What follows belongs to an exercise in optimizing a design on an open flow for small area, a short achievable clock period and few clock cycles; a production flow would make more cautious choices.
Function was checked by simulation only, so behaviour that the tests miss may differ from the original.
Power figures rest on the tool's default switching activity, not on a simulated workload.

==> run M: inputs <==
Design cpu_v, start of the top module:
module  cpu_v(wire_clock, wire_reset, bus_RAM_DATA_IN,bus_RAM_DATA_OUT,bus_RAM_ADDRESS,wire_RW, bus_keyboard, videoflag, bus_vga_pos, bus_vga_char,data_debug, led);
   input wire         wire_clock;
   input wire         wire_reset;
   input wire [15:0]  bus_RAM_DATA_IN;
   output wire [15:0]  bus_RAM_DATA_OUT;
   output wire [15:0]  bus_RAM_ADDRESS;
   output wire         wire_RW;
   input  wire [7:0]  bus_keyboard;
   output wire         videoflag;
   output wire [15:0]  bus_vga_pos;
   output wire [15:0]  bus_vga_char;
   output wire [15:0]  data_debug;
   output wire [15:0]  led;
   assign data_debug = 16'h0000;
   assign led = 16'h0000;
   control_unit_v cu(.clk(wire_clock), .rst(wire_reset), .din(bus_RAM_DATA_IN),
                     .dout(bus_RAM_DATA_OUT), .addr(bus_RAM_ADDRESS), .rw(wire_RW),
                     .kb(bus_keyboard), .vf(videoflag), .vpos(bus_vga_pos), .vchar(bus_vga_char));
endmodule
Settings: LEC_CHECK=0, CAP_MARGIN=20, CORE_MARGIN=2, CORE_UTILIZATION=40, SLEW_MARGIN=20; clock period 32.0 ns.
run.sh (not shown) runs the stock make flow with config.mk's settings and CLKGATE_MAP_FILE= SYNTH_SCRIPT=/design/flow/synth_recipe.tcl, a recipe that flattens the netlist after the stock synthesis.
==> run R: changes against run M <==
--- a/flow/design.v
+++ b/flow/design.v
@@ -191,18 +191,18 @@
          ci = ~IR[6];
       end
       else ci = IR[0] & FR[11];
    end
    wire [16:0] S    = addpp(A, B, ci);
    wire        zS   = (S[15:0] == 16'h0000);
    wire        lt   = ~S[16];
    wire [15:0] shres;
-   alu_v shifter(.x(X), .n(isDM ? (5'd17 - L) : {1'b0, IR[3:0]}),
-                 .mode(isDM ? 2'b01 : IR[6:5]), .y(shres));
+   alu_v shifter(.x(X), .n({1'b0, IR[3:0]}),
+                 .mode(IR[6:5]), .y(shres));
    wire        movf  = (it & (ov | T[15])) | S[16];
    wire        dge   = S[16];
    wire [15:0] drem  = dge ? {S[14:0], xb ^ Y[0]} : {T[14:0], xb};
    wire [15:0] dquo  = {Q[14:0], dge};
    reg [15:0] cg, ce;
    reg [7:0]  cg1, ce1;
    reg [3:0]  cg2, ce2;
    reg [1:0]  cg3, ce3;
@@ -237,23 +237,22 @@
       if (isADD | isINC) res = S[15:0];
       else if (isSUB) res = lt ? 16'h0000 : S[15:0];
       else if (isAND) res = X & Y;
       else if (isOR)  res = X | Y;
       else if (isXOR) res = X ^ Y;
       else if (isNOT) res = ~X;
       else if (isSH)  res = shres;
       else if (isMD)  res = mdres;
-      else if (isIN)  res = {8'h00, kb};
       else if (isMOV & (IR[1:0] == 2'b01)) res = SP;
       else res = Y;
    end
    wire zres = (res == 16'h0000);
    wire ldw  = isLOADN | isLOAD | isLOADI | isPOP;    
-   wire [15:0] wd = ldw ? din : res;
+   wire [15:0] wd = ldw ? din : (isIN ? {8'h00, kb} : res);
    wire simple  = ~isMEM & ~isMD & ~sub1;
    wire fetch   = ~ex | simple | (isMD & md_done);
    wire memlast = isLOADN | isLOADI | isSTOREI | isPUSH | isPOP | isRTS | isJMP |
                   ((isLOAD | isSTORE | isCALL) & ph);
    wire we = ex & ((isADD | (isSUB & ~sub1) | isINC | isLOG | isSH | isIN) |
                    (isMOV & (IR[1:0] != 2'b11)) |
                    isLOADN | (isLOAD & ph) | isLOADI | (isPOP & ~IR[6]) |
                    (isMD & md_done));
@@ -356,18 +355,32 @@
                if (sub1) T <= S[15:0];
                else if (isMUL) begin
                   T <= S[15:0];
                   ov <= movf;
                   cnt <= mcnt - 4'd1;
                end
                else if (!it) begin
                   Q <= 16'h0000;
-                  T <= shres;
-                  cnt <= 4'd0 - L[3:0];
+                  if (Y[15]) begin
+                     T <= {1'b0, X[15:1]};
+                     cnt <= 4'd0;
+                  end
+                  else if (|Y[14:12]) begin
+                     T <= {4'h0, X[15:4]};
+                     cnt <= 4'd3;
+                  end
+                  else if (|Y[11:8]) begin
+                     T <= {8'h00, X[15:8]};
+                     cnt <= 4'd7;
+                  end
+                  else begin
+                     T <= 16'h0000;
+                     cnt <= 4'd15;
+                  end
                end
                else begin
                   cnt <= cnt - 4'd1;
                   T <= drem;
                   Q <= dquo;
                end
             end
             else it <= 1'b0;
==> flow/flow/run.sh (new file) <==
#!/bin/bash
# The standard layout, with two changes to how it is made:
#  - the port buffers are sky130_fd_sc_hd__buf_4 (buffer_ports picks a slow
#    delay cell by default);
#  - repair_timing aims for extra setup slack, to get a shorter achieved period.
# The constraints (constraint.sdc, the clock period) are the standard flow's, unchanged.
set -e
cat >> config.mk <<EOC
export BUFFER_PORTS_ARGS = -buffer_cell sky130_fd_sc_hd__buf_4
export SETUP_SLACK_MARGIN = 23
EOC
bash standard.sh > standard.log 2>&1
==> flow/standard.sh (new file) <==
#!/bin/bash
# synth_recipe.tcl (not shown) runs the flow's synth.tcl, then flattens the netlist and writes it again
# the make line also repeats each setting of config.mk as NAME=value (left out here)
make -C /OpenROAD-flow-scripts/flow DESIGN_CONFIG=/design/flow/config.mk WORK_HOME=/design/flow/orfs CLKGATE_MAP_FILE= SYNTH_SCRIPT=/design/flow/synth_recipe.tcl "${@:-finish}"
--- a/flow/config.mk
+++ b/flow/config.mk
@@ -4,8 +4,10 @@
 export VERILOG_FILES = /design/flow/design.v
 export SDC_FILE = /design/flow/constraint.sdc
 export NUM_CORES = 4
 export LEC_CHECK = 0
 export CAP_MARGIN = 20
 export CORE_MARGIN = 2
 export CORE_UTILIZATION = 40
 export SLEW_MARGIN = 20
+export BUFFER_PORTS_ARGS = -buffer_cell sky130_fd_sc_hd__buf_4
+export SETUP_SLACK_MARGIN = 23
removed: flow/run.sh
==> run P: changes against run M <==
--- a/flow/design.v
+++ b/flow/design.v
@@ -191,18 +191,18 @@
          ci = ~IR[6];
       end
       else ci = IR[0] & FR[11];
    end
    wire [16:0] S    = addpp(A, B, ci);
    wire        zS   = (S[15:0] == 16'h0000);
    wire        lt   = ~S[16];
    wire [15:0] shres;
-   alu_v shifter(.x(X), .n(isDM ? (5'd17 - L) : {1'b0, IR[3:0]}),
-                 .mode(isDM ? 2'b01 : IR[6:5]), .y(shres));
+   alu_v shifter(.x(X), .n({1'b0, IR[3:0]}),
+                 .mode(IR[6:5]), .y(shres));
    wire        movf  = (it & (ov | T[15])) | S[16];
    wire        dge   = S[16];
    wire [15:0] drem  = dge ? {S[14:0], xb ^ Y[0]} : {T[14:0], xb};
    wire [15:0] dquo  = {Q[14:0], dge};
    reg [15:0] cg, ce;
    reg [7:0]  cg1, ce1;
    reg [3:0]  cg2, ce2;
    reg [1:0]  cg3, ce3;
@@ -237,23 +237,22 @@
       if (isADD | isINC) res = S[15:0];
       else if (isSUB) res = lt ? 16'h0000 : S[15:0];
       else if (isAND) res = X & Y;
       else if (isOR)  res = X | Y;
       else if (isXOR) res = X ^ Y;
       else if (isNOT) res = ~X;
       else if (isSH)  res = shres;
       else if (isMD)  res = mdres;
-      else if (isIN)  res = {8'h00, kb};
       else if (isMOV & (IR[1:0] == 2'b01)) res = SP;
       else res = Y;
    end
    wire zres = (res == 16'h0000);
    wire ldw  = isLOADN | isLOAD | isLOADI | isPOP;    
-   wire [15:0] wd = ldw ? din : res;
+   wire [15:0] wd = ldw ? din : (isIN ? {8'h00, kb} : res);
    wire simple  = ~isMEM & ~isMD & ~sub1;
    wire fetch   = ~ex | simple | (isMD & md_done);
    wire memlast = isLOADN | isLOADI | isSTOREI | isPUSH | isPOP | isRTS | isJMP |
                   ((isLOAD | isSTORE | isCALL) & ph);
    wire we = ex & ((isADD | (isSUB & ~sub1) | isINC | isLOG | isSH | isIN) |
                    (isMOV & (IR[1:0] != 2'b11)) |
                    isLOADN | (isLOAD & ph) | isLOADI | (isPOP & ~IR[6]) |
                    (isMD & md_done));
@@ -356,18 +355,32 @@
                if (sub1) T <= S[15:0];
                else if (isMUL) begin
                   T <= S[15:0];
                   ov <= movf;
                   cnt <= mcnt - 4'd1;
                end
                else if (!it) begin
                   Q <= 16'h0000;
-                  T <= shres;
-                  cnt <= 4'd0 - L[3:0];
+                  if (Y[15]) begin
+                     T <= {1'b0, X[15:1]};
+                     cnt <= 4'd0;
+                  end
+                  else if (|Y[14:12]) begin
+                     T <= {4'h0, X[15:4]};
+                     cnt <= 4'd3;
+                  end
+                  else if (|Y[11:8]) begin
+                     T <= {8'h00, X[15:8]};
+                     cnt <= 4'd7;
+                  end
+                  else begin
+                     T <= 16'h0000;
+                     cnt <= 4'd15;
+                  end
                end
                else begin
                   cnt <= cnt - 4'd1;
                   T <= drem;
                   Q <= dquo;
                end
             end
             else it <= 1'b0;
==> flow/flow/run.sh (new file) <==
#!/bin/bash
# The standard layout, with two changes to how it is made:
#  - the port buffers are sky130_fd_sc_hd__buf_4 (buffer_ports picks a slow
#    delay cell by default);
#  - repair_timing aims for extra setup slack, to get a shorter achieved period.
# The constraints (constraint.sdc, the clock period) are the standard flow's, unchanged.
set -e
cat >> config.mk <<EOC
export BUFFER_PORTS_ARGS = -buffer_cell sky130_fd_sc_hd__buf_4
export SETUP_SLACK_MARGIN = 22.75
EOC
bash standard.sh > standard.log 2>&1
==> flow/standard.sh (new file) <==
#!/bin/bash
# synth_recipe.tcl (not shown) runs the flow's synth.tcl, then flattens the netlist and writes it again
# the make line also repeats each setting of config.mk as NAME=value (left out here)
make -C /OpenROAD-flow-scripts/flow DESIGN_CONFIG=/design/flow/config.mk WORK_HOME=/design/flow/orfs CLKGATE_MAP_FILE= SYNTH_SCRIPT=/design/flow/synth_recipe.tcl "${@:-finish}"
==> flow/config.mk (replaced) <==
export PLATFORM = sky130hd
export DESIGN_NAME = cpu_v
export DESIGN_NICKNAME = cpu_v
export VERILOG_FILES = /design/flow/design.v
export SDC_FILE = /design/flow/constraint.sdc
export NUM_CORES = 4
export LEC_CHECK = 0
export CAP_MARGIN = 20
export CORE_MARGIN = 2
export CORE_UTILIZATION = 50
export SLEW_MARGIN = 20
export BUFFER_PORTS_ARGS = -buffer_cell sky130_fd_sc_hd__buf_4
export SETUP_SLACK_MARGIN = 22.75
removed: flow/run.sh
==> impl_metrics.yaml <==
run_status:
  outcome: "complete, no violations"
synthesis:
  yosys-top-cells-area: "edfxtp_1 22%, dfxtp_1 7.9%, a22oi_1 5.5%"
critical_path:
  r2r_slack_ns: 22.55
  crit_end: "bus_vga_char[11]"
  cp.depth: 7
  worstPathCellList: "a22oi_1, nand4_1, buf_4, inv_1, nor2_1, o21ai_0, clkdlybuf4s50_1"
  crit_arrival_ns: 3.92
  crit_fanout: 18
  path_buf_inv: 3
die:
  core.rowCount: 88
layout:
  nets: 2889
  final_cell_mix: "264 x nand2_1, 259 x nor2_1, 242 x a21oi_1, 169 x a22oi_1, 168 x o21ai_0"
  buf_share: 0.05985
pwr:
  pg_clk_mw: 0.344
  clkPwrFrac: 0.297
grt:
  grt.met2_usage: 0.5544
  grt_use_met3: 0.09230
route:
  wire_per_inst_um: 33.09
[end of results for run M]
==> impl_metrics.yaml <==
route:
  wl_met3_um: 17430
  wire_per_inst_um: 33.93
die:
  core.rowCount: 86
critical_path:
  worstPathCellList: "buf_6, buf_4, a22oi_1, and4_1, buf_6, inv_4, a22oi_1, nand3_2, buf_6"
  crit_arrival_ns: 2.74
  cp.depth: 9
  crit_fanout: 10
  r2r_slack_ns: 23.56
  path_buf_inv: 5
  crit_end: "bus_RAM_ADDRESS[15]"
layout:
  nets: 2964
  final_cell_mix: "282 x buf_4, 273 x nand2_1, 249 x nor2_1, 203 x a21oi_1, 179 x o21ai_0"
  buf_share: 0.1144
run_status:
  outcome: "complete, no violations"
pwr:
  pg_clk_mw: 0.359
  clkPwrFrac: 0.306
grt:
  grt_use_met3: 0.1283
synthesis:
  synth_compound_area_frac: 0.3046
[end of results for run R]
==> impl_metrics.yaml <==
run_status:
  outcome: "complete, no violations"
layout:
  final_cell_mix: "274 x nand2_1, 249 x nor2_1, 233 x buf_4, 204 x a21oi_1, 197 x o21ai_0"
  nets: 2864
  buf_share: 0.08018
critical_path:
  path_buf_inv: 5
  worstPathCellList: "buf_12, buf_4, a22oi_1, nand4_1, buf_4, inv_1, o21ai_0, buf_4"
  crit_arrival_ns: 2.90
pwr:
  clkPwrFrac: 0.309
synthesis:
  yosys-top-cells-area: "edfxtp_1 23%, dfxtp_1 8.3%, a22oi_1 5.9%"
grt:
  grt.met2_usage: 0.6719
[end of results for run P]
Testbench counts of run M, summed over its fixed seeds: cycles 119,612.
Testbench counts of run R, summed over its fixed seeds: cycles 120,680.
Testbench counts of run P, summed over its fixed seeds: cycles 120,680.

afterwards: timing with drivers on the ports:
The results above use ideal ports. As a check the final layouts listed here were re-extracted and re-timed, cells and wires unchanged. Step 1 assumes that a clkbuf_16 drives the clock port and a buf_2 every other input. Step 2 also shifts input and output timing later by t, the mid clock arrival at the registers, as if the neighbouring blocks saw the same clock. Three values: ideal, step 1, step 2; two values: the first two.
run	t, ns	setup WS [ns]	latest minus earliest clock arrival (ns)
run M	0.668	21.685 / 21.619 / 22.287	0.063 / 0.062
run R	0.670	22.863 / 22.803 / 22.427	0.020 / 0.020
run P	0.667	22.698 / 22.635 / 22.724	0.034 / 0.034
After both steps setup and hold are still met in every run listed. For run R, which loses most, drivers alone change the setup slack by -0.060 ns; drivers and shift together by -0.436 ns.
